This design comes from an exercise in tuning for small area, a short achievable clock period and few clock cycles on the open sky130 flow, not from production work.
RTL that was checked went through simulation tests only; none was proved equivalent to the original.
Only the layout flow was run in runs 6 to 8; the RTL was not checked for function there.

`design/flow/design.v`:
```
module DivDebug(
  input         clock,
                reset,
                io_v,
  input  [31:0] io_a,
                io_b,
  input  [1:0]  io_op,
  output [31:0] io_res,
  output        io_res_valid
);
  localparam [2:0] S_IDLE = 3'd0, S_BIAS = 3'd1, S_ALIGN = 3'd2, S_DIV = 3'd3,
                   S_FIX = 3'd4, S_DONE = 3'd5;
  reg [2:0]  state;
  reg [32:0] R;       
  reg [32:0] Dx;      
  reg [31:0] Q;       
  reg [5:0]  cnt;
  reg        sa;      
  reg        cin;     
  reg        rq;      
  reg        fix;     
  reg        nq;      
  reg        valid;
  wire signd = ~io_op[0];
  wire in_sa = signd & io_a[31];
  wire in_sb = signd & io_b[31];
  wire in_bz = ~|io_b;
  wire in_fix = io_op[1] ? in_sa : (in_sa ^ in_sb);
  wire [33:0] T1 = {R, 1'b1} + {Dx, cin};
  wire [32:0] T = T1[33:1];
  wire        acc = T[32] ~^ sa;
  wire        grow = acc & (Dx[32] ~^ Dx[31]);
  wire [7:0]  nzR, nzD;
  wire [7:0]  zDup;     
  genvar n;
  generate
    for (n = 0; n < 8; n = n + 1) begin : nib
      assign nzR[n] = R[4*n+3:4*n] != {4{R[32]}};
      assign nzD[n] = Dx[4*n+3:4*n] != {4{Dx[32]}};
      assign zDup[n] = ~|nzD[7:n];
    end
  endgenerate
  wire        big = |(nzR[7:1] & zDup[6:0]);
  wire        last = (state == S_DIV) ? (cnt == 6'd1) : (cnt == 6'd0);
  wire        step = (state == S_DIV) | ((state == S_ALIGN) & ~grow & ~big);
  wire [31:0] Qn = {Q[30:0], (acc & step) ^ nq};
  always @(posedge clock) begin
    if (reset) begin
      state <= S_IDLE;
      valid <= 1'b0;
    end else begin
      valid <= 1'b0;
      case (state)
        S_IDLE: if (io_v) begin
          state <= in_bz ? S_DONE : (in_sa ? S_BIAS : S_ALIGN);
          valid <= in_bz;
        end
        S_BIAS: state <= S_ALIGN;
        S_ALIGN, S_DIV: if (step & last) begin
          state <= fix ? S_FIX : S_DONE;
          valid <= ~fix;
        end else if (step) state <= S_DIV;
        S_FIX: begin state <= S_DONE; valid <= 1'b1; end
        default: state <= S_IDLE;
      endcase
    end
  end
  always @(posedge clock) begin
    Q <= Qn;
    case (state)
      S_IDLE: begin
        R   <= {in_sa & ~in_bz, io_a | {32{in_bz & ~io_op[1]}}};
        Dx  <= in_sa ? {33{1'b1}} : ({in_sb, io_b} ^ {33{~in_sb}});
        Q   <= {32{in_fix & ~io_op[1]}};
        cnt <= 6'd0;
        sa  <= in_sa;
        cin <= ~in_sa & ~in_sb;
        rq  <= io_op[1];
        fix <= in_fix;
        nq  <= in_fix & ~io_op[1];
      end
      S_BIAS: begin
        R   <= T;
        Dx  <= {in_sb, io_b} ^ {33{in_sb}};
        cin <= in_sb;
      end
      S_ALIGN, S_DIV: begin
        if (!step) begin
          if (big) begin
            Dx  <= {Dx[28:0], {4{cin}}};
            cnt <= cnt + 6'd4;
          end else begin
            Dx  <= {Dx[31:0], cin};
            cnt <= cnt + 6'd1;
          end
        end else begin
          if (state == S_DIV) cnt <= cnt - 6'd1;
          if (last) begin
            if (rq) begin if (acc) R <= T; end
            else R <= {1'b0, Qn};
            Dx  <= 33'd0;
            cin <= 1'b1;
          end else begin
            if (acc) R <= T;
            Dx <= {Dx[32], Dx[32:1]};
          end
        end
      end
      S_FIX: R <= T;
      default: ;
    endcase
  end
  assign io_res = R[31:0];
  assign io_res_valid = valid;
endmodule
```
`design/flow/flow/run.sh`:
```
#!/bin/bash
# The standard layout (the standard.sh, unchanged synthesis and steps), with
# plain sky130_fd_sc_hd__buf_1 cells as the port buffers instead of the default.
set -euo pipefail
export BUFFER_PORTS_ARGS="-buffer_cell sky130_fd_sc_hd__buf_1"
bash standard.sh > standard_sh.log 2>&1
```
`design/flow/standard.sh`:
```
#!/bin/bash
# synth_recipe.tcl (not shown) runs the flow's synth.tcl, then flattens the netlist and writes it again
# the make line also repeats each setting of config.mk as NAME=value (left out here)
make -C /OpenROAD-flow-scripts/flow DESIGN_CONFIG=/design/flow/config.mk WORK_HOME=/design/flow/orfs CLKGATE_MAP_FILE= SYNTH_SCRIPT=/design/flow/synth_recipe.tcl "${@:-finish}"
```
`design/flow/config.mk`:
```
export PLATFORM = sky130hd
export DESIGN_NAME = DivDebug
export DESIGN_NICKNAME = DivDebug
export VERILOG_FILES = /design/flow/design.v
export SDC_FILE = /design/flow/constraint.sdc
export NUM_CORES = 4
export LEC_CHECK = 0
export ABC_AREA = 1
export CAP_MARGIN = 20
export CORE_MARGIN = 2
export CORE_UTILIZATION = 40
export SETUP_SLACK_MARGIN = 3.3
export SLEW_MARGIN = 20
```
`design/flow/constraint.sdc`:
```
create_clock -name core_clock -period 6.0 [get_ports {clock}]
set_input_delay 1.2000 -clock core_clock [delete_from_list [all_inputs] [get_ports {clock}]]
set_output_delay 1.2000 -clock core_clock [all_outputs]
set_load 0.01 [all_outputs]
```
==> run notes, run 1 <==
post-synthesis cell count=1228; R2R Setup Slk=3170 ps; Detailed Routing Iterations Pass 1=5; period utilization=47.2%; clock root cell=clkbuf_16; Synth Area in Simple Gates=25.1%; Initial Util=40.6%; worst reg2reg path startpoint=R[32]; Hold EP=Q[18]; Yosys warnings=1; total CTS buffers=9; max-slew violation count=0; Final Wtd Congestion=0.923; Yosys reg bits=112; prevailing post-synth register cell=edfxtp_1; Clock Tree Buf Depth=2; endpoints failing hold=0; clock-pin transition on the worst setup and hold timing paths=80 ps; die height=155 um; DR WL/cell=20.1 um; Overall Global Routing Usage=27.5%; Area Growth Syn to Fin=31.5%; Synth Area in XOR/XNOR=6.53%; post-synthesis sequential area ratio=33.0%; Tmin final=2830 ps; Yosys cell types=53; WP data required=6080 ps; Max-Cap Viols=0; Synth top area share=25.3%; # rows=55; post-synth top area cell=edfxtp_1; critical path class=reg2reg; hold buffers post-CTS=0; Post-DP HPWL=21.1 mm; worst hold stages=2; diodes inserted=0; Die W=155 um; Slew headroom=47.5%; Vias=9798; Post-layout nets=1513; CP Capture Type=flip-flop; RSZ-0062 raised after global routing=yes; clock latency (worst-skew pair)=370 ps; Detailed Route Iter0 Violations=993; fraction of registers with async set/reset=0%; core box area=22500 um^2; Cell Area, Synth=9130 um^2; FMAX=0.353 GHz; Crit Path Max Fanout=32; ANT nets after route=0; drt total wl=34.1 mm; Area contributors post-synth=edfxtp_1, nand2_1, dfxtp_1, o21ai_0, ha_1; Post-synth top cells=nand2_1, o21ai_0, inv_1, nor2_1, edfxtp_1; final cell count without fillers=1695; Hold Crit Start=Q[17]; share of cells above drive strength 1=24.5%; CTS tree=yes; maximum number of pins on one net before global-route repair=34; dpl cells=1541; compound-gate portion of the synthesized area=19.7%; r2r worst-path depth=13; most frequent cell after synthesis=nand2_1; Reg-to-Reg End=R[11]; Final setup viols=0; Startpoint Class=flip-flop; syn_nets=1336; I/O Pins=102; clock skew=9.19 ps; Slew @ Worst Pin=786 ps; via/cell ratio=5.78; pre-CTS setup slack=2120 ps; fin worst setup slack=3170 ps; syn avg cell area=7.43 um^2; drc violations=0; clk sink count=112; final setup TNS=0 ps; outcome=timing/DRC/antenna clean; vias in the first global route=9157; mux cell area share after synthesis=0%; H-Tree Depth=3; total grt overflow=0; adder-cell share of the synthesized area=5.43%; arrival time worst endpoint=2920 ps; worst hold path class=reg2reg; EDFF count, synth=77; initial antenna violation count=0; Die Area=24000 um^2; PortBufs=101; main combinational cell family by area after synthesis=simple AND/OR/NAND/NOR gates; first-pass GRT wire length=50.9 mm
-- layer usage --
layer	track usage (%)	share of wire (%)	routed length, um
met1	34.4	40	13600
met2	45.7	47	15900
met3	3.54	6.9	2370
met4	15.7	6.4	2190
met5	0	0	0
-- metrics by stage --
step	utilization [%]	hold WS, ps	instance area, um^2
2_1_floorplan	-	419	9140
3_3_place_gp	41.8	423	9410
3_5_place_dp	41.8	431	9410
4_1_cts	51.1	449	11500
5_1_grt	53.3	472	12000
6_report	53.3	447	12000
-- cell families (layout without fill, tap and decap cells) --
kind of cell,after synthesis,after routing
xor gates and xnor gates,68,68
buffers and inverters,191,367
AOI/OAI and AO/OA,301,302
and+or+nand+nor,517,522
adders and majority gates,39,39
DFF,112,112
-- final cells by class --
| type | instances | area [um^2] |
|---|---|---|
| timing repair buffer | 232 | 1560 |
| clock buffer | 12 | 256 |
| tap | 285 | 357 |
| fill | 2064 | 10500 |
| inverter | 114 | 526 |
| timing repair inverter | 5 | 42.5 |
| multi-input combinational | 931 | 6200 |
| sequential | 112 | 3020 |
| clock inverter | 4 | 35.0 |
-- how the worst max path moves through the flow --
stage	from	endpoint	slack, ps	cells after the start
6_report	R[32]	R[11]	3170	13
5_1_grt	R[32]	Dx[27]	3030	15
3_3_place_gp	io_b[0]	R[24]	2140	10
2_1_floorplan	io_op[0]	Dx[0]	3400	8
4_1_cts	Dx[19]	R[10]	3280	14
3_5_place_dp	io_b[0]	R[5]	2120	10
-- registers in the layout, summed over array words and instances, names as in the netlist --
name / flops
Q: 31
rq: 1
sa: 1
valid: 1
nq: 1
R: 33
fix: 1
cnt: 6
state: 3
Dx: 33
cin: 1
-- worst max-delay path, cell delays in order, from the launching register on --
cell	delay [ps]
edfxtp_1	470
clkinvlp_4	150
buf_12	160
nor3_1	230
a31oi_1	160
nand3_1	150
nand2_1	100
nor2_4	220
nand2_8	100
inv_8	210
nand3_4	180
buf_6	180
nand3_4	80
buf_12	150
-- what timing repair did --
item | CTS | global route
pin swaps | 25 | 35
hold endpoints to repair | 0 | 0
buffers inserted | 113 | 13
endpoints found under the setup margin | 148 | 126
resized for setup | 136 | 101
cloned | 11 | 1
-- cell usage in the layout, fill, tap and decap left out, types with 40 or more instances in the layout --
master / synthesis / layout
nand2_1: 283 / 249
o21ai_0: 128 / 117
buf_4: 36 / 104
buf_1: 4 / 100
inv_1: 104 / 95
nor2_1: 95 / 83
edfxtp_1: 77 / 77
xor2_1: 51 / 51
a21oi_1: 71 / 46
nand3_1: 46 / 40
Testbench counts, summed over its fixed seeds: cycles 35,474.
==> run 2, diff against run 1 <==
--- a/design/flow/config.mk
+++ b/design/flow/config.mk
@@ -11,3 +11,3 @@
 export CORE_UTILIZATION = 40
-export SETUP_SLACK_MARGIN = 3.3
+export SETUP_SLACK_MARGIN = 3.8
 export SLEW_MARGIN = 20
==> run notes, run 2 <==
ANT nets after route=0 (unchanged); clk sink count=112 (unchanged); CP top delay family=simple AND/OR/NAND/NOR gates; arrival time worst endpoint=2840 ps (-80 ps); Overall Global Routing Usage=27.3% (-0.12 points); CP Launch Point=Dx[17]; total CTS buffers=9 (unchanged); clock skew=12.4 ps (+3.18 ps); clock root cell=clkbuf_16; endpoints failing hold=0 (unchanged); H-Tree Depth=3 (unchanged); Post-layout nets=1533 (+1.3%); Yosys cell types=53 (unchanged); maximum number of pins on one net before global-route repair=37 (+8.8%); WP data required=6070 ps (about the same); clock-pin transition on the worst setup and hold timing paths=80 ps (about the same); final setup TNS=0 ps (unchanged); share of cells above drive strength 1=26.8% (+2.3 points); Yosys reg bits=112 (unchanged); Die W=155 um (unchanged); worst hold path class=reg2reg; worst reg2reg path startpoint=Dx[17]; Yosys warnings=1 (unchanged); initial antenna violation count=0 (unchanged); Startpoint Class=flip-flop; EDFF count, synth=77 (unchanged); DR WL/cell=19.6 um (-2.3%); drc violations=0 (unchanged); diodes inserted=0 (unchanged); die height=155 um (unchanged); Post-DP HPWL=21.5 mm (+2.0%); FMAX=0.361 GHz (+2.2%); critical path class=reg2reg; Hold Crit Start=Q[5]; I/O Pins=102 (unchanged); syn avg cell area=7.43 um^2 (unchanged); max-slew violation count=0 (unchanged); outcome=timing/DRC/antenna clean; Max-Cap Viols=0 (unchanged); fraction of registers with async set/reset=0% (unchanged); Area contributors post-synth=edfxtp_1, nand2_1, dfxtp_1, o21ai_0, ha_1; Detailed Routing Iterations Pass 1=5 (unchanged); Die Area=24000 um^2 (unchanged); post-synthesis cell count=1228 (unchanged); crit path buf inv count=2 (-3); post-synth top area cell=edfxtp_1; Cell Area, Synth=9130 um^2 (unchanged); Crit Path Max Fanout=17 (-47%); Synth top area share=25.3% (unchanged); Initial Util=40.6% (unchanged); Clock Tree Buf Depth=2 (unchanged); R2R Setup Slk=3230 ps (+60 ps); Final setup viols=0 (unchanged); total grt overflow=0 (unchanged); Area Growth Syn to Fin=35.9%; clock latency (worst-skew pair)=370 ps (about the same); core box area=22500 um^2 (unchanged); CTS tree=yes; Largest regs=Dx (33), R (33), Q (31); Tmin final=2770 ps (-59.6 ps); most frequent cells in the layout=nand2_1, buf_4, o21ai_0, inv_1, buf_1; post-synthesis sequential area ratio=33.0% (unchanged); drt total wl=33.7 mm (-1.2%); Top cell by count, worst path=nand3_4; Post-synth top cells=nand2_1, o21ai_0, inv_1, nor2_1, edfxtp_1; most common cell after layout, fill and taps aside=nand2_1; via/cell ratio=5.60 (-3.2%); vias in the first global route=9020 (-1.5%); PortBufs=101 (unchanged); # rows=55 (unchanged); Slew @ Worst Pin=770 ps (-16.0 ps); prevailing post-synth register cell=edfxtp_1; Slew headroom=48.6% (+1.1 points); Final Wtd Congestion=0.933 (+1.1%); slowest CP cell=edfxtp_1; delay of the slowest critical-path stage=520 ps (+50 ps); Vias=9599 (-2.0%); period utilization=46.2% (-0.99 points); hold slack=450 ps (+2.94 ps); hold buffers post-CTS=0 (unchanged); CP Capture Type=flip-flop; most frequent cell after synthesis=nand2_1; worst-path cell chain=ha_4 -> nand2_1 -> nand2_1 -> nand2_1 -> nand2_2 -> nand2_2 -> nand3_4 -> a21oi_4 -> nand2_4 -> nand2_4 -> nand3_4 -> nand3_4 -> nand3_4 -> buf_4 -> nand3_4 -> buf_12; Detailed Route Iter0 Violations=681 (-31%); RSZ-0062 raised after global routing=yes; syn_nets=1336 (unchanged); first-pass GRT wire length=50.5 mm (-0.80%)
-- run 2: cell types whose count changed in the layout (fill, tap and decap cells not counted), moves of 4 or more --
cell / before / now
o21ai_2: 14 / 6
ha_1: 11 / 7
nand2_4: 12 / 17
a21oi_1: 46 / 53
buf_6: 16 / 44
nand3_1: 40 / 35
nor2_4: 6 / 12
buf_4: 104 / 109
clkinvlp_4: 11 / 6
o21ai_1: 10 / 30
buf_1: 100 / 87
o21ai_0: 117 / 104
a21oi_2: 23 / 15
-- run 2: what timing repair did --
item	CTS	global route
pin swaps	56	43
resized for setup	168	94
endpoints found under the setup margin	182	176
buffers inserted	113	37
gates cloned	10	1
-- run 2: logic make-up after synthesis --
kind of cell | after synthesis | synth area share (%)
simple gates | 517 | 25.1
compound gates | 301 | 19.7
buf+inv | 191 | 10.2
flops | 112 | 33.0
xor+xnor | 68 | 6.53
fa+ha+maj | 39 | 5.43
-- run 2: worst paths after layout --
kind | depth (start not counted) | to
hold / removal | 2 | Q[6]
hold reg to reg | 2 | Q[6]
setup / recovery | 16 | R[6]
setup reg to reg | 16 | R[6]
-- run 2: metrics by stage --
| step | instances | setup slack, ps | cell area, um^2 | utilization [%] |
|---|---|---|---|---|
| floorplan | 1228 | 3540 | 9560 | - |
| global placement | 1538 | 2550 | 9720 | 43.2 |
| detailed placement | 1538 | 2440 | 9720 | 43.2 |
| CTS | 1677 | 3250 | 11800 | 52.2 |
| global route | 1715 | 3120 | 12400 | 55.1 |
| finish | 1715 | 3230 | 12400 | 55.1 |
-- run 2: area by class of cell --
class	instances	area (um^2)
Clock buffer	10	229
Clock inverter	6	43.8
Fill cell	2040	10100
Inverter	114	548
Multi-Input combinational cell	930	6340
Sequential cell	112	3020
Tap cell	285	357
Timing Repair Buffer	253	1820
Timing Repair inverter	5	47.5
-- run 2: worst register-to-register path: stages (launching register included) --
cell and delay [ps]:
edfxtp_1 520, ha_4 290, nand2_1 80, nand2_1 90
nand2_1 80, nand2_2 70, nand2_2 80, nand3_4 80
a21oi_4 230, nand2_4 100, nand2_4 70, nand3_4 120
nand3_4 130, nand3_4 120, buf_4 180, nand3_4 60
buf_12 190
-- run 2: routing by layer --
layer	track usage, %	part of all wire, %	vias up
met5	0	0	-
met4	10.9	4.3	0
met3	4.43	6.4	80
met2	46.1	48	341
met1	35.1	41	4586
li1	-	-	4592
==> run 3, diff against run 2 <==
--- a/design/flow/config.mk
+++ b/design/flow/config.mk
@@ -7,3 +7,2 @@
 export LEC_CHECK = 0
-export ABC_AREA = 1
 export CAP_MARGIN = 20
@@ -11,3 +10,3 @@
 export CORE_UTILIZATION = 40
-export SETUP_SLACK_MARGIN = 3.8
+export SETUP_SLACK_MARGIN = 3.0
 export SLEW_MARGIN = 20
==> run notes, run 3 <==
first-pass GRT wire length=45.2 mm (-11%); CTS tree=yes; fin worst setup slack=2650 ps (-574 ps); r2r worst-path depth=12 (-4); Area contributors post-synth=edfxtp_1, dfxtp_1, ha_1, xnor2_1, a21o_1; clock latency (worst-skew pair)=380 ps (about the same); worst reg2reg path startpoint=Dx[21]; GRT busiest layer=met2; Detailed Route Iter0 Violations=821 (+21%); clock skew=13.1 ps (+0.771 ps); Hold EP=Q[1]; worst hold path class=reg2reg; RSZ-0062 raised after global routing=yes; prevailing post-synth register cell=edfxtp_1; Synth top area share=26.8% (+1.5 points); most frequent cells in the layout=buf_4, buf_1, edfxtp_1, nand2_1, o21ai_0; via/cell ratio=6.18 (+10%); period utilization=55.8% (+9.6 points); H-Tree Depth=3 (unchanged); Max-Cap Viols=0 (unchanged); Largest regs=Dx (33), R (33), Q (31); R2R Setup Slk=2650 ps (-570 ps); drt total wl=31.1 mm (-7.8%); Die Area=22800 um^2 (-5.4%); post-synth top area cell=edfxtp_1; Yosys warnings=1 (unchanged); outcome=timing/DRC/antenna clean; total CTS buffers=9 (unchanged); Cell Area, Synth=8620 um^2 (-5.5%); Post-synth top cells=edfxtp_1, nand2_1, o21ai_0, nor2_1, xnor2_1; Overall Global Routing Usage=26.0% (-1.4 points); I/O Pins=102 (unchanged); Tmin final=3350 ps (+574 ps); syn_nets=1043 (-22%); Yosys reg bits=112 (unchanged); WP data required=6120 ps (+50 ps); clock-pin transition on the worst setup and hold timing paths=80 ps (about the same); endpoints failing hold=0 (unchanged); Post-layout nets=1213 (-21%); diodes inserted=0 (unchanged); initial antenna violation count=0 (unchanged); PortBufs=101 (unchanged); Final Wtd Congestion=0.843 (-9.6%); DR WL/cell=22.4 um (+14%); post-synthesis cell count=935 (-24%); Slew @ Worst Pin=990 ps (+219 ps); arrival time worst endpoint=3470 ps (+630 ps); syn avg cell area=9.22 um^2 (+24%); clk sink count=112 (unchanged); Clock Tree Buf Depth=2 (unchanged); most frequent cell after synthesis=edfxtp_1; Reg-to-Reg End=Dx[9]; drc violations=0 (unchanged); critical path class=reg2reg; met2 usage=41.7% (-4.3 points); core box area=21100 um^2 (-6.3%); Initial Util=40.9% (+0.35 points); Detailed Routing Iterations Pass 1=5 (unchanged); EDFF count, synth=77 (unchanged); maximum number of pins on one net before global-route repair=37 (unchanged); die height=151 um (-2.7%); hold buffers post-CTS=0 (unchanged); FMAX=0.299 GHz (-17%); final cell count without fillers=1385 (-19%); ANT nets after route=0 (unchanged); Hold Crit Start=Q[0]; post-synthesis sequential area ratio=34.9% (+1.9 points); # rows=53 (-3.6%); placed cell area=9040 um^2 (-7.1%); met3 Usage GRT=3.95% (-0.48 points); clock root cell=clkbuf_16; most common cell after layout, fill and taps aside=buf_4; Die W=151 um (-2.7%); Startpoint Class=flip-flop; max-slew violation count=0 (unchanged); pre-CTS setup slack=1870 ps (-568 ps); final instance area=11400 um^2 (-8.1%); filler instances=1903 (-6.7%); Slew headroom=33.9% (-15 points); fraction of registers with async set/reset=0% (unchanged); Post-DP HPWL=18.4 mm (-14%); Area Growth Syn to Fin=32.2%; final setup TNS=0 ps (unchanged); dpl cells=1234 (-20%); Yosys cell types=69 (+30%); vias in the first global route=7903 (-12%); share of cells above drive strength 1=26.8% (+0.064 points); routing usage on met1=34.5% (-0.55 points); worst hold stages=1 (-1); Crit Path Max Fanout=8 (-9); total grt overflow=0 (unchanged); Vias=8554 (-11%); Final setup viols=0 (unchanged); CP Capture Type=flip-flop
-- run 3: cell types whose count changed after synthesis, moves of 25 or more --
cell / before / now
a221o_1: 0 / 32
o21ai_0: 128 / 62
nand2_1: 283 / 76
nand3_1: 46 / 21
nor2_1: 95 / 61
a21oi_1: 71 / 43
xor2_1: 51 / 15
o211ai_1: 30 / 5
o22ai_1: 3 / 31
mux2_2: 0 / 27
inv_1: 104 / 14
xnor2_1: 17 / 54
a21o_1: 5 / 51
-- run 3: cell families after synthesis --
| family | count (synthesis) | synth area share (%) |
|---|---|---|
| compound gates | 316 | 25.9 |
| simple gates | 252 | 14.4 |
| flops | 112 | 34.9 |
| buf+inv | 103 | 6.51 |
| xor+xnor | 69 | 7.01 |
| mux | 44 | 5.51 |
| fa+ha+maj | 39 | 5.75 |
-- run 3: routing by layer --
layer  vias up  part of all wire [%]
met5         -                     0
met4         0                   5.2
met3        87                   6.8
met2       370                    46
met1      4168                    42
li1       3929                     -
-- run 3: what timing repair did --
item / 4_1_cts / 5_1_grt
pin swaps: 42 / 40
setup buffers: 90 / 25
endpoints found under the setup margin: 147 / 116
cloned: 12 / 8
resized for setup: 98 / 65
-- run 3: worst max-delay path by stage --
stage	start	end	slack, ps	cells past startpoint
2_1_floorplan	Dx[31]	Dx[10]	2830	11
3_3_place_gp	Dx[32]	Dx[12]	1840	9
3_5_place_dp	Dx[32]	Dx[12]	1870	9
4_1_cts	Dx[18]	Dx[10]	2770	12
5_1_grt	R[21]	Dx[11]	2590	12
6_report	Dx[21]	Dx[9]	2650	12
-- run 3: metrics by stage --
| stage | hold slack (ps) | util [%] |
|---|---|---|
| after floorplan | 426 | - |
| after global placement | 439 | 42.9 |
| after detailed placement | 439 | 42.9 |
| after CTS | 461 | 51.2 |
| after global routing | 481 | 54.1 |
| final | 457 | 54.1 |
-- run 3: final cells by class --
cell class | count | area [um^2] | area share (%)
well taps | 275 | 344 | 3.02
clock inverters | 6 | 40.0 | 0.351
repair buffers | 238 | 1690 | 14.9
flip-flops and latches | 112 | 3010 | 26.4
inverters | 15 | 57.6 | 0.505
clock buffers | 10 | 250 | 2.19
multi-input cells | 729 | 6000 | 52.6
-- run 3: worst max-delay path, stage by stage (launching register included) --
cell and delay (ps):
edfxtp_1 520, ha_4 290, and4_4 210, a211o_1 270, o22ai_2 210, nand2b_4 180, o211ai_1 80, buf_4 160
o211ai_4 300, o21ai_4 150, buf_12 170, and3_4 210, a221o_1 350
==> run 4, diff against run 3 <==
==> design/flow/run.sh (new file) <==
#!/bin/bash
# synth_recipe.tcl (not shown) runs the flow's synth.tcl, then flattens the netlist and writes it again
# the make line also repeats each setting of config.mk as NAME=value (left out here)
make -C /OpenROAD-flow-scripts/flow DESIGN_CONFIG=/design/flow/config.mk WORK_HOME=/design/flow/orfs CLKGATE_MAP_FILE= SYNTH_SCRIPT=/design/flow/synth_recipe.tcl finish
removed: design/flow/flow/run.sh
removed: design/flow/standard.sh
==> run notes, run 4 <==
outcome=timing/DRC/antenna clean; Top cell by count, worst path=buf_4; fraction of registers with async set/reset=0% (unchanged); CP Capture Type=flip-flop; Overall Global Routing Usage=26.6% (+0.62 points); slowest CP cell=edfxtp_1; main combinational cell family by area after synthesis=compound AO/OA/AOI/OAI gates; Tmin final=3450 ps (+99.7 ps); max-slew violation count=0 (unchanged); Detailed Routing Iterations Pass 1=6 (+1); Largest regs=Dx (33), R (33), Q (31); DR WL/cell=22.8 um (+1.5%); filler instances=1763 (-7.4%); ANT nets after route=0 (unchanged); total CTS buffers=9 (unchanged); met3 wire length=2.45 mm (+16%); H-Tree Depth=3 (unchanged); Cell Area, Synth=8620 um^2 (unchanged); Post-DP HPWL=18.2 mm (-1.0%); drc violations=0 (unchanged); Initial Util=40.9% (unchanged); vias in the first global route=8012 (+1.4%); clk sink count=112 (unchanged); Clock Tree Buf Depth=2 (unchanged); Die W=151 um (unchanged); stages on the worst setup path=12 (unchanged); Final setup viols=0 (unchanged); I/O Pins=102 (unchanged); adder-cell share of the synthesized area=5.74% (unchanged); Area Growth Syn to Fin=41.6%; EDFF count, synth=77 (unchanged); Yosys reg bits=112 (unchanged); Yosys warnings=1 (unchanged); met1 WL=13.0 mm (+0.74%); Vias=8677 (+1.4%); drt total wl=31.7 mm (+2.1%); CP top delay family=compound AO/OA/AOI/OAI gates; worst hold path class=reg2reg; Slew @ Worst Pin=982 ps (-8.22 ps); mux cell area share after synthesis=5.51% (unchanged); CTS tree=yes; Yosys cell types=69 (unchanged); clock root cell=clkbuf_16; Synth Area in Simple Gates=14.4% (unchanged); Die Area=22800 um^2 (unchanged); endpoints failing hold=0 (unchanged); uppermost layer routed=met4; # rows=53 (unchanged); WP data required=6120 ps (about the same); r2r worst-path depth=12 (unchanged); total grt overflow=0 (unchanged); via/cell ratio=6.23 (+0.86%); prevailing post-synth register cell=edfxtp_1; most frequent cells in the layout=buf_4, clkdlybuf4s50_1, edfxtp_1, nand2_1, o21ai_0; Synth top area share=26.8% (unchanged); FMAX=0.290 GHz (-2.9%); final instance area=12200 um^2 (+7.1%); placed cell area=9670 um^2 (+7.0%); RSZ-0062 raised after global routing=yes; hold buffers post-CTS=0 (unchanged); Startpoint Class=flip-flop; clock-pin transition on the worst setup and hold timing paths=80 ps (about the same); most frequent cell after synthesis=edfxtp_1; Post-synth top cells=edfxtp_1, nand2_1, o21ai_0, nor2_1, xnor2_1; diodes inserted=0 (unchanged); post-synthesis sequential area ratio=34.9% (unchanged); die height=151 um (unchanged); post-synthesis cell count=935 (unchanged); Final Wtd Congestion=0.869 (+3.0%); Slew headroom=34.4% (+0.55 points); crit path buf inv count=3 (+1); Hold Crit Start=Q[28]; maximum number of pins on one net before global-route repair=37 (unchanged); hold slack=453 ps (-3.42 ps); syn avg cell area=9.22 um^2 (unchanged); clock latency (worst-skew pair)=370 ps (about the same); final setup TNS=0 ps (unchanged); first-pass GRT wire length=46.0 mm (+1.8%); Max-Cap Viols=0 (unchanged); core box area=21100 um^2 (unchanged); PortBufs=101 (unchanged); Crit Path Max Fanout=7 (-1); most common cell after layout, fill and taps aside=buf_4; Area contributors post-synth=edfxtp_1, dfxtp_1, ha_1, xnor2_1, a21o_1; Post-Route Utilization=57.9% (+3.8 points); Post-layout nets=1221 (+0.66%); period utilization=57.5% (+1.7 points); share of cells above drive strength 1=28.2% (+1.3 points); worst reg2reg path startpoint=Dx[14]; arrival time worst endpoint=3570 ps (+100 ps); worst-path cell chain=ha_4 -> and3_4 -> nand4_1 -> buf_4 -> a31o_4 -> o211ai_1 -> buf_4 -> o211ai_4 -> o21ai_4 -> nor2_4 -> clkbuf_16 -> a221o_1; Synth Area in XOR/XNOR=7.01% (unchanged); clock skew=11.1 ps (-2.04 ps); met2 wire length=15.1 mm (+5.1%); critical path class=reg2reg; Detailed Route Iter0 Violations=780 (-5.0%); worst hold stages=1 (unchanged); syn_nets=1043 (unchanged); CP Launch Point=Dx[14]; post-synth top area cell=edfxtp_1; initial antenna violation count=0 (unchanged); compound-gate portion of the synthesized area=25.9% (unchanged); delay of the slowest critical-path stage=510 ps (about the same)
## run 4: layout make-up
cell class / instances / area, um^2 / area share (%)
timing repair buffer: 247 / 2420 / 19.9
clock buffer: 11 / 243 / 1.99
sequential: 112 / 3010 / 24.7
clock inverter: 5 / 78.8 / 0.646
tap: 275 / 344 / 2.82
inverter: 15 / 57.6 / 0.471
multi-input combinational: 728 / 6050 / 49.5
## run 4: what timing repair did
| action | in CTS | in global routing |
|---|---|---|
| setup buffers | 90 | 35 |
| endpoints found under the setup margin | 119 | 117 |
| pin swaps | 59 | 70 |
| gates resized for setup | 123 | 55 |
| cloned | 12 | 6 |
## run 4: kinds of logic after synthesis
group	count (synthesis)
AO/OA/AOI/OAI	316
AND/OR/NAND/NOR	252
flip-flops	112
buffers and inverters	103
XOR/XNOR	69
multiplexers	44
adder cells (fa/ha/maj)	39
## run 4: final timing paths
| kind | endpoint | slack (ps) |
|---|---|---|
| worst max register to register | Dx[29] | 2550 |
| worst min-delay path | Q[29] | 450 |
| worst min register to register | Q[29] | 450 |
| worst max-delay path | Dx[29] | 2550 |
## run 4: metrics by stage
step	instances	setup slack [ps]
finish	1393	2550
global route	1393	2490
CTS	1352	2760
detailed placement	1234	1910
global placement	1234	1940
floorplan	935	2830
## run 4: per-layer routing
metal	vias to the layer above	global-route usage (%)
li1	3950	-
met1	4233	35.4
met2	417	42.7
met3	77	4.40
met4	0	11.4
met5	-	0
==> run 5, diff against run 4 <==
--- a/design/flow/config.mk
+++ b/design/flow/config.mk
@@ -7,2 +7,3 @@
 export LEC_CHECK = 0
+export ABC_AREA = 1
 export CAP_MARGIN = 20
==> run notes, run 5 <==
outcome=timing/DRC/antenna clean; fin worst setup slack=3030 ps (+472 ps); clock latency (worst-skew pair)=360 ps (about the same); Crit Path Max Fanout=17 (+10); post-synth top area cell=edfxtp_1; post-synthesis sequential area ratio=33.0% (-1.9 points); clock skew=6.74 ps (-4.36 ps); most frequent cells in the layout=nand2_1, o21ai_0, buf_4, inv_1, nor2_1; ANT nets after route=0 (unchanged); vias in the first global route=8424 (+5.1%); arrival time worst endpoint=3220 ps (-350 ps); I/O Pins=102 (unchanged); Hold EP=Q[13]; Post-DP HPWL=21.0 mm (+16%); Vias=9405 (+8.4%); maximum number of pins on one net before global-route repair=37 (unchanged); max-slew violation count=0 (unchanged); Synth top area share=25.3% (-1.5 points); Yosys reg bits=112 (unchanged); WP data required=6240 ps (+120 ps); # rows=55 (+3.8%); Cell Area, Synth=9130 um^2 (+5.8%); clock root cell=clkbuf_16; worst-path cell chain=clkdlybuf4s50_1 -> inv_1 -> nor2_4 -> buf_8 -> inv_1 -> ha_1 -> nand2_2 -> clkinvlp_4 -> nand2_8 -> buf_4 -> o21ai_0; worst reg2reg path startpoint=Dx[16]; worst hold path class=reg2reg; endpoints failing hold=0 (unchanged); drt total wl=32.8 mm (+3.3%); Post-Route Utilization=54.5% (-3.4 points); Detailed Route Iter0 Violations=832 (+6.7%); Final Wtd Congestion=0.910 (+4.8%); final instance area=12300 um^2 (+0.46%); Die W=155 um (+2.8%); most common cell after layout, fill and taps aside=nand2_1; Slew headroom=48.4% (+14 points); Clock Tree Buf Depth=2 (unchanged); Largest regs=Dx (33), R (33), Q (31); initial antenna violation count=0 (unchanged); via/cell ratio=5.58 (-10%); total grt overflow=0 (unchanged); Yosys cell types=53 (-23%); critical path class=in2reg; Startpoint Class=input pin; Die Area=24000 um^2 (+5.7%); DR WL/cell=19.5 um (-15%); Final setup viols=0 (unchanged); RSZ-0062 raised after global routing=no; Area Growth Syn to Fin=34.4%; EDFF count, synth=77 (unchanged); prevailing post-synth register cell=edfxtp_1; clock-pin transition on the worst setup and hold timing paths=80 ps (about the same); r2r worst-path depth=14 (+2); total CTS buffers=9 (unchanged); drc violations=0 (unchanged); worst hold stages=2 (+1); final setup TNS=0 ps (unchanged); Max-Cap Viols=0 (unchanged); Yosys warnings=1 (unchanged); PortBufs=101 (unchanged); delay of the slowest critical-path stage=450 ps (-60 ps); post-synthesis cell count=1228 (+31%); R2R Setup Slk=3040 ps (+490 ps); syn avg cell area=7.43 um^2 (-19%); pre-CTS setup slack=1770 ps (-138 ps); die height=155 um (+2.8%); Tmin final=2970 ps (-472 ps); placed cell area=10000 um^2 (+3.8%); Initial Util=40.6% (-0.35 points); CP Launch Point=io_a[31]; Overall Global Routing Usage=25.2% (-1.4 points); most frequent cell after synthesis=nand2_1; Reg-to-Reg End=R[0]; core box area=22500 um^2 (+6.7%); Hold Crit Start=Q[12]; period utilization=49.6% (-7.9 points); Area contributors post-synth=edfxtp_1, nand2_1, dfxtp_1, o21ai_0, ha_1; CTS tree=yes; FMAX=0.336 GHz (+16%); clk sink count=112 (unchanged); share of cells above drive strength 1=19.7% (-8.5 points); Detailed Routing Iterations Pass 1=7 (+1); diodes inserted=0 (unchanged); fraction of registers with async set/reset=0% (unchanged); syn_nets=1336 (+28%); slowest CP cell=clkdlybuf4s50_1; Slew @ Worst Pin=773 ps (-208 ps); Post-synth top cells=nand2_1, o21ai_0, inv_1, nor2_1, edfxtp_1; Top cell by count, worst path=inv_1; first-pass GRT wire length=46.8 mm (+1.8%); CP Capture Type=flip-flop; Post-layout nets=1502 (+23%); H-Tree Depth=3 (unchanged)
==> run 5: cell count changes after synthesis, sizes merged, moves of 28 or more <==
cell / previous run / this run
nand2: 76 / 292
nor2: 63 / 103
a21oi: 43 / 72
xor2: 15 / 51
o211ai: 7 / 38
a221o: 32 / 0
nand3: 21 / 51
mux2: 28 / 0
inv: 14 / 112
a21o: 51 / 5
xnor2: 54 / 17
o21ai: 71 / 141
o22ai: 32 / 3
==> run 5: logic make-up after synthesis <==
family,share of synthesized area (%)
buffers and inverters,10.2
adder cells (fa/ha/maj),5.43
XOR/XNOR,6.53
AO/OA/AOI/OAI,19.7
AND/OR/NAND/NOR,25.1
flip-flops,33.0
==> run 5: metrics by stage <==
step / instances / hold slack (ps)
after detailed placement: 1541 / 433
after floorplan: 1228 / 419
after CTS: 1627 / 450
after global placement: 1541 / 431
final: 1684 / 447
after global routing: 1684 / 468
==> run 5: final cells by class <==
class                      instances  area (um^2)
clock buffer                      11          275
clock inverter                     5         33.8
fill                            2074        10200
inverter                         114          499
multi-input combinational        929         5920
sequential                       112         3010
tap                              285          357
timing repair buffer             225         2150
timing repair inverter             3         22.5
==> run 5: worst max-delay path by stage <==
stage	endpoint	cells past startpoint
floorplan	Q[10]	9
global placement	R[0]	12
detailed placement	R[0]	12
CTS	R[10]	13
global route	R[32]	14
finish	Q[5]	11
==> run 5: repair_timing <==
action,4_1_cts,5_1_grt
endpoints found under the setup margin,147,123
setup buffers,66,52
cloned,4,5
gates resized for setup,66,107
hold buffers,0,0
pin swaps,8,46
==> run 5: layer usage <==
metal	GRT usage [%]	share of wire, %	vias up
met3	4.15	6.3	76
met4	7.72	3.7	0
li1	-	-	4530
met5	0	0	-
met1	32.3	42	4422
met2	43.4	48	377
==> run 5: critical path: cells and delay by family <==
family	cells	cell delay, ps
adders and majority gates	1	320
AOI/OAI and AO/OA	1	90
and+or+nand+nor	3	420
buffers and inverters	6	1190
==> run 6, diff against run 5 <==
--- a/design/flow/design.v
+++ b/design/flow/design.v
@@ -28,19 +28,7 @@
   wire in_fix = io_op[1] ? in_sa : (in_sa ^ in_sb);
-  wire [33:0] T1 = {R, 1'b1} + {Dx, cin};
-  wire [32:0] T = T1[33:1];
+  wire [32:0] T = R + Dx + {32'd0, cin};
   wire        acc = T[32] ~^ sa;
   wire        grow = acc & (Dx[32] ~^ Dx[31]);
-  wire [7:0]  nzR, nzD;
-  wire [7:0]  zDup;     
-  genvar n;
-  generate
-    for (n = 0; n < 8; n = n + 1) begin : nib
-      assign nzR[n] = R[4*n+3:4*n] != {4{R[32]}};
-      assign nzD[n] = Dx[4*n+3:4*n] != {4{Dx[32]}};
-      assign zDup[n] = ~|nzD[7:n];
-    end
-  endgenerate
-  wire        big = |(nzR[7:1] & zDup[6:0]);
-  wire        last = (state == S_DIV) ? (cnt == 6'd1) : (cnt == 6'd0);
-  wire        step = (state == S_DIV) | ((state == S_ALIGN) & ~grow & ~big);
+  wire        last = (cnt == 6'd0);
+  wire        step = (state == S_DIV) | ((state == S_ALIGN) & ~grow);
   wire [31:0] Qn = {Q[30:0], (acc & step) ^ nq};
@@ -88,11 +76,6 @@
         if (!step) begin
-          if (big) begin
-            Dx  <= {Dx[28:0], {4{cin}}};
-            cnt <= cnt + 6'd4;
-          end else begin
-            Dx  <= {Dx[31:0], cin};
-            cnt <= cnt + 6'd1;
-          end
+          Dx  <= {Dx[31:0], cin};
+          cnt <= cnt + 6'd1;
         end else begin
-          if (state == S_DIV) cnt <= cnt - 6'd1;
+          cnt <= cnt - 6'd1;
           if (last) begin
--- a/design/flow/config.mk
+++ b/design/flow/config.mk
@@ -7,3 +7,2 @@
 export LEC_CHECK = 0
-export ABC_AREA = 1
 export CAP_MARGIN = 20
@@ -11,3 +10,2 @@
 export CORE_UTILIZATION = 40
-export SETUP_SLACK_MARGIN = 3.0
 export SLEW_MARGIN = 20
==> run notes, run 6 <==
outcome=timing/DRC/antenna clean; Post-layout nets=989 (-34%); DR WL/cell=19.4 um (-0.38%); Die W=144 um (-7.0%); clk sink count=112 (unchanged); mux cell area share after synthesis=0.922% (+0.92 points); clock latency (worst-skew pair)=360 ps (about the same); Die Area=20800 um^2 (-13%); drc violations=0 (unchanged); Synth Area in XOR/XNOR=7.89% (+1.4 points); Area contributors post-synth=edfxtp_1, dfxtp_1, o21ai_0, ha_1, xnor2_1; RSZ-0062 raised after global routing=no; Synth top area share=29.4% (+4.0 points); Crit Path Max Fanout=26 (+9); postcts setup bufs=0 (-100%); Final Wtd Congestion=0.870 (-4.4%); CP Capture Type=flip-flop; prevailing post-synth register cell=edfxtp_1; Yosys cell types=72 (+36%); Area Growth Syn to Fin=16.4%; Largest regs=Dx (33), R (33), Q (31); H-Tree Depth=3 (unchanged); clock-pin transition on the worst setup and hold timing paths=70 ps (about the same); post-synthesis sequential area ratio=38.3% (+5.3 points); final instance area=9160 um^2 (-25%); most frequent cells in the layout=o21ai_0, clkdlybuf4s50_1, nand2_1, edfxtp_1, xnor2_1; arrival time worst endpoint=4570 ps (+1350 ps); compound-gate portion of the synthesized area=28.0% (+8.3 points); # rows=51 (-7.3%); WP data required=6240 ps (about the same); final cell count without fillers=1153 (-32%); Overall Global Routing Usage=21.4% (-3.7 points); endpoints failing hold=0 (unchanged); dpl cells=1136 (-26%); diodes inserted=0 (unchanged); maximum number of pins on one net before global-route repair=41 (+11%); Yosys reg bits=112 (unchanged); Yosys warnings=1 (unchanged); core box area=19400 um^2 (-14%); Tmin final=4330 ps (+1350 ps); clock root cell=clkbuf_16; PortBufs=101 (unchanged); Detailed Route Iter0 Violations=690 (-17%); share of cells above drive strength 1=6.53% (-13 points); fraction of registers with async set/reset=0% (unchanged); max-slew violation count=0 (unchanged); Max-Cap Viols=0 (unchanged); Slew @ Worst Pin=990 ps (+217 ps); vias in the first global route=6201 (-26%); worst hold path class=reg2reg; hold slack=451 ps (+4.33 ps); EDFF count, synth=77 (unchanged); period utilization=72.1% (+23 points); Cell Area, Synth=7870 um^2 (-14%); ANT nets after route=0 (unchanged); Startpoint Class=flip-flop; critical path class=reg2reg; most common cell after layout, fill and taps aside=o21ai_0; Vias=6716 (-29%); die height=144 um (-7.0%); final setup TNS=0 ps (unchanged); Clock Tree Buf Depth=2 (unchanged); syn avg cell area=9.38 um^2 (+26%); most frequent cell after synthesis=o21ai_0; hold buffers post-CTS=0 (unchanged); post-synthesis cell count=839 (-32%); placed cell area=8860 um^2 (-12%); Initial Util=40.6% (about the same); via/cell ratio=5.82 (+4.3%); first-pass GRT wire length=34.1 mm (-27%); CTS tree=yes; FMAX=0.231 GHz (-31%); drt total wl=22.4 mm (-32%); total grt overflow=0 (unchanged); post-synth top area cell=edfxtp_1; Post-synth top cells=o21ai_0, nand2_1, edfxtp_1, xnor2_1; Synth Area in Simple Gates=12.1% (-13 points); clock skew=9.14 ps (+2.40 ps); Detailed Routing Iterations Pass 1=5 (-2); initial antenna violation count=0 (unchanged); syn_nets=945 (-29%); total CTS buffers=9 (unchanged); Final setup viols=0 (unchanged); I/O Pins=102 (unchanged); adder-cell share of the synthesized area=6.08% (+0.65 points); main combinational cell family by area after synthesis=compound AO/OA/AOI/OAI gates; Slew headroom=34.0% (-14 points); post-CTS resize count=0 (-100%); Post-DP HPWL=16.4 mm (-22%)
==> run 6: cell types whose count changed in the layout (fill, tap and decap cells not counted), moves of 26 or more <==
cell / change
xnor2_1: +28
buf_4: -96
ha_4: -26
inv_1: -86
a21o_1: +35
a221o_1: +32
nor2_1: -49
nand3_1: -30
a21oi_1: -26
xor2_1: -32
nand2_1: -178
==> run 6: path summary, 6_finish.rpt <==
path	to	startpoint	slack, ps	depth (start not counted)
worst max-delay path	state[0]	R[0]	1670	13
worst min-delay path	Q[5]	Q[4]	450	1
worst max register to register	state[0]	R[0]	1670	13
worst min register to register	Q[5]	Q[4]	450	1
==> run 6: cell families (layout without fill, tap and decap cells) <==
kind of cell,count (synthesis),in the layout
AOI/OAI and AO/OA,319,319
xor gates and xnor gates,67,67
adders and majority gates,37,37
buffers and inverters,96,145
DFF,112,112
muxes,7,7
and+or+nand+nor,201,201
==> run 6: critical path: stages (launching register included) <==
cell      delay (ps)
edfxtp_1         430
fa_1             480
inv_1             90
fa_1             250
nor2b_4           60
o31a_4           300
a221oi_4         350
o21ai_4          160
a311o_1          340
a31oi_4          390
and2_1           850
buf_4            310
a2111o_1         140
a21oi_1           40
==> run 6: area by class of cell <==
type,instances,area [um^2]
clock inverters,4,20.0
flip-flops and latches,112,3010
fillers,1870,10200
inverters,13,48.8
repair buffers,116,1130
multi-input cells,631,4360
well taps,265,332
clock buffers,12,256
==> run 6: metrics by stage <==
step	setup WS (ps)	utilization, %
3_5_place_dp	1560	45.7
3_3_place_gp	1620	45.6
2_1_floorplan	1340	-
6_report	1670	47.2
5_1_grt	1470	47.2
4_1_cts	1540	47.1
==> run 6: routing by layer <==
layer  vias up  track usage [%]  wire [um]
li1       3245                -          -
met1      3216             30.7      10500
met2       238             34.8      10300
met3        17             2.32       1340
met4         0             5.31        248
met5         -                0          0
==> run 7, diff against run 6 <==
--- a/design/flow/config.mk
+++ b/design/flow/config.mk
@@ -10,2 +10,3 @@
 export CORE_UTILIZATION = 40
+export SETUP_SLACK_MARGIN = 3.0
 export SLEW_MARGIN = 20
==> run notes, run 7 <==
outcome=timing/DRC/antenna clean; Vias=6886 (+2.5%); Post-Route Utilization=51.3% (+4.1 points); # rows=51 (unchanged); Detailed Route Iter0 Violations=614 (-11%); post-synth top area cell=edfxtp_1; filler instances=1841 (-1.6%); Clock Tree Buf Depth=2 (unchanged); Detailed Routing Iterations Pass 1=4 (-1); syn_nets=945 (unchanged); Crit Path Max Fanout=6 (-77%); most common cell after layout, fill and taps aside=o21ai_0; Slew headroom=34.6% (+0.64 points); FMAX=0.262 GHz (+14%); diodes inserted=0 (unchanged); core box area=19400 um^2 (unchanged); arrival time worst endpoint=3920 ps (-650 ps); total grt overflow=0 (unchanged); Largest regs=Dx (33), R (33), Q (31); Yosys cell types=72 (unchanged); Final setup viols=0 (unchanged); slowest CP cell=edfxtp_1; worst-path cell chain=fa_2 -> inv_2 -> fa_2 -> nor2b_4 -> o31a_4 -> a221oi_4 -> o21ai_4 -> buf_4 -> buf_6 -> buf_6 -> a31oi_4 -> xnor2_4 -> xnor2_4 -> buf_6 -> buf_6 -> buf_12 -> nor2_4 -> buf_6 -> nand2_1 -> o2111ai_2; WP data required=6110 ps (-130 ps); Slew @ Worst Pin=978 ps (-12.0 ps); die height=144 um (unchanged); Die W=144 um (unchanged); clk sink count=112 (unchanged); Initial Util=40.6% (unchanged); Post-DP HPWL=16.4 mm (+0.12%); Yosys reg bits=112 (unchanged); CTS tree=yes; most frequent cells in the layout=o21ai_0, clkdlybuf4s50_1, nand2_1, edfxtp_1, xnor2_1; Max-Cap Viols=0 (unchanged); first-pass GRT wire length=37.5 mm (+10%); drc violations=0 (unchanged); Startpoint Class=flip-flop; critical path class=reg2reg; prevailing post-synth register cell=edfxtp_1; clock-pin transition on the worst setup and hold timing paths=80 ps (about the same); Final Wtd Congestion=0.873 (+0.34%); clock root cell=clkbuf_16; Die Area=20800 um^2 (unchanged); drt total wl=24.3 mm (+8.8%); crit path buf inv count=8 (+6); max-slew violation count=0 (unchanged); CP top delay family=compound AO/OA/AOI/OAI gates; period utilization=63.5% (-8.6 points); H-Tree Depth=3 (unchanged); Yosys warnings=1 (unchanged); final setup TNS=0 ps (unchanged); Tmin final=3810 ps (-515 ps); Synth top area share=29.4% (unchanged); syn avg cell area=9.38 um^2 (unchanged); endpoints failing hold=0 (unchanged); I/O Pins=102 (unchanged); delay of the slowest critical-path stage=430 ps (-420 ps); area of the multi-input gates=4590 um^2 (+5.5%); maximum number of pins on one net before global-route repair=36 (-12%); via/cell ratio=5.74 (-1.4%); DR WL/cell=20.3 um (+4.6%); PortBufs=101 (unchanged); Overall Global Routing Usage=23.7% (+2.2 points); RSZ-0062 raised after global routing=yes; Post-synth top cells=o21ai_0, nand2_1, edfxtp_1, xnor2_1; FF+latch area=3010 um^2 (unchanged); clock skew=9.43 ps (+0.289 ps); most frequent cell after synthesis=o21ai_0; worst hold path class=reg2reg; EDFF count, synth=77 (unchanged); fraction of registers with async set/reset=0% (unchanged); share of cells above drive strength 1=15.0% (+8.5 points); CP Capture Type=flip-flop; Cell Area, Synth=7870 um^2 (unchanged); placed cell area=8900 um^2 (+0.40%); clock latency (worst-skew pair)=370 ps (about the same); total CTS buffers=9 (unchanged); final cell count without fillers=1199 (+4.0%); final instance area=9960 um^2 (+8.7%); ANT nets after route=0 (unchanged); Top cell by count, worst path=buf_6; post-synthesis sequential area ratio=38.3% (unchanged); Post-layout nets=1035 (+4.7%); vias in the first global route=6588 (+6.2%); initial antenna violation count=0 (unchanged); post-synthesis cell count=839 (unchanged); dpl cells=1135 (-0.088%); hold buffers post-CTS=0 (unchanged); Area contributors post-synth=edfxtp_1, dfxtp_1, o21ai_0, ha_1, xnor2_1; Area Growth Syn to Fin=26.6%
run 7: cell counts after synthesis:
Identical to the previous run, type by type.
run 7: layout make-up:
type / count / share of cell area [%]
multi-input cells: 633 / 46.1
flip-flops and latches: 112 / 30.3
repair buffers: 160 / 16.9
well taps: 265 / 3.33
clock buffers: 10 / 2.30
clock inverters: 6 / 0.591
inverters: 13 / 0.528
run 7: worst paths after layout:
path | from | to | slack, ps | cells after the start
max | Dx[0] | R[24] | 2190 | 20
min | Q[23] | Q[24] | 450 | 1
max reg2reg | Dx[0] | R[24] | 2190 | 20
min reg2reg | Q[23] | Q[24] | 450 | 1
run 7: metal layers:
| layer | vias up | wire length [um] | global-route usage (%) |
|---|---|---|---|
| li1 | 3330 | - | - |
| met1 | 3287 | 11400 | 33.9 |
| met2 | 233 | 11000 | 37.5 |
| met3 | 36 | 1290 | 2.91 |
| met4 | 0 | 580 | 7.36 |
| met5 | - | 0 | 0 |
run 7: cells by family after synthesis:
group,after synthesis,share of synthesized area (%)
xor gates and xnor gates,67,7.89
buffers and inverters,96,6.71
DFF,112,38.3
adders and majority gates,37,6.08
AOI/OAI and AO/OA,319,28.0
and+or+nand+nor,201,12.1
muxes,7,0.922
run 7: worst reg2reg max path, cell delays in order, from the launching register on:
cell and delay (ps):
edfxtp_1 430, fa_2 430, inv_2 60, fa_2 230, nor2b_4 50, o31a_4 300, a221oi_4 340, o21ai_4 140
buf_4 150, buf_6 100, buf_6 120, a31oi_4 190, xnor2_4 180, xnor2_4 180, buf_6 130, buf_6 90
buf_12 100, nor2_4 50, buf_6 130, nand2_1 80, o2111ai_2 90
run 7: timing repair:
item	4_1_cts	5_1_grt
pin swaps	19	13
cloned	4	1
resized for setup	37	27
setup endpoints to repair	141	145
buffers inserted	37	6
run 7: through the flow:
stage	hold slack [ps]	setup WS [ps]
after detailed placement	436	1540
after global placement	437	1640
after floorplan	426	2250
final	449	2190
after CTS	455	2160
after global routing	471	2010
==> run 8, diff against run 7 <==
--- a/design/flow/design.v
+++ b/design/flow/design.v
@@ -28,3 +28,4 @@
   wire in_fix = io_op[1] ? in_sa : (in_sa ^ in_sb);
-  wire [32:0] T = R + Dx + {32'd0, cin};
+  wire [32:0] T;
+  PrefixAdd33 add_u (.a(R), .b(Dx), .ci(cin), .s(T));
   wire        acc = T[32] ~^ sa;
@@ -98 +99,31 @@
 endmodule
+module PrefixAdd33(
+  input  [32:0] a,
+                b,
+  input         ci,
+  output [32:0] s
+);
+  localparam N = 34;    
+  wire [N-1:0] p0 = {a ^ b, 1'b0};
+  wire [N-1:0] g0 = {a & b, ci};
+  wire [N-1:0] g [0:6];
+  wire [N-1:0] p [0:6];
+  assign g[0] = g0;
+  assign p[0] = p0;
+  genvar l, i;
+  generate
+    for (l = 0; l < 6; l = l + 1) begin : lvl
+      for (i = 0; i < N; i = i + 1) begin : bit_
+        if ((i >> l) & 1) begin : op
+          localparam integer J = ((i >> l) << l) - 1;
+          assign g[l+1][i] = g[l][i] | (p[l][i] & g[l][J]);
+          assign p[l+1][i] = p[l][i] & p[l][J];
+        end else begin : pass
+          assign g[l+1][i] = g[l][i];
+          assign p[l+1][i] = p[l][i];
+        end
+      end
+    end
+  endgenerate
+  assign s = p0[N-1:1] ^ g[6][N-2:0];
+endmodule
==> run notes, run 8 <==
outcome=timing/DRC/antenna clean; most frequent cell after synthesis=o21ai_0; clock skew=11.9 ps (+2.49 ps); met2 wire length=13.8 mm (+25%); slowest CP cell=edfxtp_1; CP top delay family=compound AO/OA/AOI/OAI gates; most common cell after layout, fill and taps aside=clkdlybuf4s50_1; Detailed Route Iter0 Violations=631 (+2.8%); CP Capture Type=flip-flop; DR WL/cell=23.7 um (+17%); Tmin final=4500 ps (+687 ps); initial antenna violation count=0 (unchanged); fraction of registers with async set/reset=0% (unchanged); Area contributors post-synth=edfxtp_1, dfxtp_1, o21ai_0, ha_1, xnor2_1; total grt overflow=0 (unchanged); WP data required=6090 ps (-20 ps); most frequent cells in the layout=clkdlybuf4s50_1, o21ai_0, edfxtp_1, buf_4, buf_6; maximum number of pins on one net before global-route repair=39 (+8.3%); first-pass GRT wire length=40.1 mm (+7.0%); hold slack=462 ps (+12.7 ps); Synth top area share=30.3% (+0.88 points); via/cell ratio=6.29 (+9.5%); vias in the first global route=7173 (+8.9%); Yosys warnings=2 (+1); Yosys reg bits=112 (unchanged); post-synthesis sequential area ratio=39.4% (+1.1 points); EDFF count, synth=77 (unchanged); total CTS buffers=9 (unchanged); Cell Area, Synth=7640 um^2 (-2.9%); Post-synth top cells=o21ai_0, edfxtp_1, xnor2_1, a21oi_1, nand2_1; placed cell area=8780 um^2 (-1.3%); H-Tree Depth=3 (unchanged); endpoints failing hold=0 (unchanged); clock latency (worst-skew pair)=370 ps (about the same); Largest regs=Dx (33), R (33), Q (31); clock-pin transition on the worst setup and hold timing paths=80 ps (about the same); met3 wire length=2.45 mm (+90%); Yosys cell types=70 (-2.8%); clk sink count=112 (unchanged); ANT nets after route=0 (unchanged); period utilization=75.0% (+11 points); Post-DP HPWL=16.9 mm (+3.2%); hold buffers post-CTS=0 (unchanged); CTS tree=yes; PortBufs=101 (unchanged); syn avg cell area=9.62 um^2 (+2.6%); post-synthesis cell count=794 (-5.4%); Slew headroom=16.7% (-18 points); Clock Tree Buf Depth=2 (unchanged); diodes inserted=0 (unchanged); Crit Path Max Fanout=3 (-3); # rows=50 (-2.0%); critical path class=reg2reg; arrival time worst endpoint=4590 ps (+670 ps); prevailing post-synth register cell=edfxtp_1; die height=142 um (-1.4%); Vias=7558 (+9.8%); Initial Util=40.8% (+0.29 points); clock root cell=clkbuf_16; syn_nets=903 (-4.4%); Final Wtd Congestion=0.888 (+1.7%); delay of the slowest critical-path stage=440 ps (about the same); post-synth top area cell=edfxtp_1; crit path buf inv count=0 (-8); I/O Pins=102 (unchanged); Overall Global Routing Usage=26.0% (+2.3 points); Die W=142 um (-1.4%); uppermost layer routed=met4; Post-layout nets=1072 (+3.6%); worst-path cell chain=ha_4 -> o211ai_1 -> o211ai_1 -> nand3_2 -> a21oi_4 -> nor2_4 -> o311ai_4 -> a21oi_2 -> fa_2 -> xnor3_1 -> mux2i_4 -> a21oi_4 -> xor2_2 -> ha_4 -> or2_4 -> a21oi_2 -> o21bai_1 -> xnor2_1 -> nor2_1; Max-Cap Viols=0 (unchanged); drt total wl=28.5 mm (+17%); drc violations=0 (unchanged); Detailed Routing Iterations Pass 1=7 (+3); core box area=18700 um^2 (-3.6%); Area Growth Syn to Fin=43.3%; worst hold path class=reg2reg; FMAX=0.222 GHz (-15%); met1 WL=11.5 mm (+0.34%); RSZ-0062 raised after global routing=yes; Slew @ Worst Pin=1240 ps (+258 ps); Startpoint Class=flip-flop; final setup TNS=0 ps (unchanged); Final setup viols=0 (unchanged); final instance area=10900 um^2 (+10%); max-slew violation count=0 (unchanged); share of cells above drive strength 1=26.4% (+11 points); Die Area=20200 um^2 (-2.8%)
==> run 8: cell count changes in the layout (fill, tap and decap cells not counted), sizes merged, moves of 9 or more <==
cell	before	now
o21ai	122	108
nand2	91	40
buf	58	131
nor2	40	31
o2111ai	27	3
o211ai	6	23
a22oi	4	21
==> run 8: worst paths after layout <==
path	from	end	slack, ps	depth (start not counted)
hold reg to reg	Q[4]	Q[5]	460	1
setup reg to reg	Dx[4]	cnt[4]	1500	19
hold / removal	Q[4]	Q[5]	460	1
setup / recovery	Dx[4]	cnt[4]	1500	19
==> run 8: metal layers <==
layer	up-vias	GRT usage [%]
met5	-	0
met4	0	8.42
met3	81	4.61
met2	432	43.4
met1	3693	34.2
li1	3352	-
==> run 8: worst register-to-register path: cells and delay by family, from the launching register on <==
family / cells / cell delay (ps)
DFF: 1 / 440
adders and majority gates: 3 / 840
and+or+nand+nor: 4 / 550
xor gates and xnor gates: 3 / 680
AOI/OAI and AO/OA: 8 / 1400
muxes: 1 / 300
==> run 8: cells by family after synthesis <==
| kind of cell | synth area share [%] |
|---|---|
| compound gates | 28.2 |
| simple gates | 9.91 |
| flops | 39.4 |
| buf+inv | 6.89 |
| xor+xnor | 7.06 |
| fa+ha+maj | 7.14 |
| mux | 1.34 |
==> run 8: per-stage QoR <==
| stage | cells | worst slack [ps] | util, % |
|---|---|---|---|
| 2_1_floorplan | 794 | 1770 | - |
| 3_3_place_gp | 1069 | 1050 | 46.9 |
| 3_5_place_dp | 1069 | 981 | 46.9 |
| 4_1_cts | 1170 | 1560 | 54.5 |
| 5_1_grt | 1202 | 1340 | 58.5 |
| 6_report | 1202 | 1500 | 58.5 |
==> run 8: final cells by class <==
cell class                      count  area, um^2
Clock inverter                      6        48.8
Clock buffer                       10         250
Tap cell                          234         293
Multi-Input combinational cell    581        4770
Timing Repair Buffer              238        2500
Fill cell                        1521        7760
Inverter                           21        78.8
Sequential cell                   112        3010
==> run 8: what timing repair did <==
action,CTS,global route
cloned,4,8
resized for setup,93,78
endpoints found under the setup margin,144,141
pin swaps,42,41
setup buffers,81,24

## separate check: timing with driven ports
In the flow no input, the clock included, has a driving cell. The finished layouts below were timed again as built, in two steps. Step 1 sets driving cells, clkbuf_16 on the clock port and buf_2 on the other inputs (assumed; they add their load-dependent delay and slew). Step 2 times the ports against the registers' clock, not the clock port: input delays grow and output delays shrink by t, the midpoint of the rising clock arrivals with the driver on. Slacks: no drivers / after step 1 / after step 2; pairs: no drivers / after step 1.
run | t, ns | slack for setup (ns) | worst hold slack (ns) | slew at the worst register clock pin (ns) | worst slew at a driven data input, ns
run 1 | 0.413 | 3.167 / 3.167 / 2.923 | 0.447 / 0.447 / 0.447 | 0.08 / 0.08 | 0.04
run 2 | 0.410 | 3.227 / 3.227 / 2.955 | 0.450 / 0.450 / 0.450 | 0.08 / 0.08 | 0.03
run 3 | 0.413 | 2.653 / 2.653 / 2.592 | 0.457 / 0.457 / 0.457 | 0.08 / 0.08 | 0.04
run 4 | 0.408 | 2.553 / 2.553 / 2.407 | 0.453 / 0.453 / 0.453 | 0.08 / 0.08 | 0.04
run 5 | 0.403 | 3.025 / 3.039 / 2.640 | 0.447 / 0.447 / 0.447 | 0.08 / 0.08 | 0.04
run 6 | 0.400 | 1.673 / 1.673 / 1.673 | 0.451 / 0.451 / 0.451 | 0.08 / 0.08 | 0.04
run 7 | 0.410 | 2.188 / 2.188 / 2.188 | 0.449 / 0.449 / 0.449 | 0.08 / 0.08 | 0.05
run 8 | 0.403 | 1.501 / 1.501 / 1.501 | 0.462 / 0.462 / 0.462 | 0.08 / 0.08 | 0.04
After both steps every run listed still meets setup and hold. The setup slack of run 5, which loses most, moves by +0.014 ns with the drivers and by -0.385 ns with both steps.
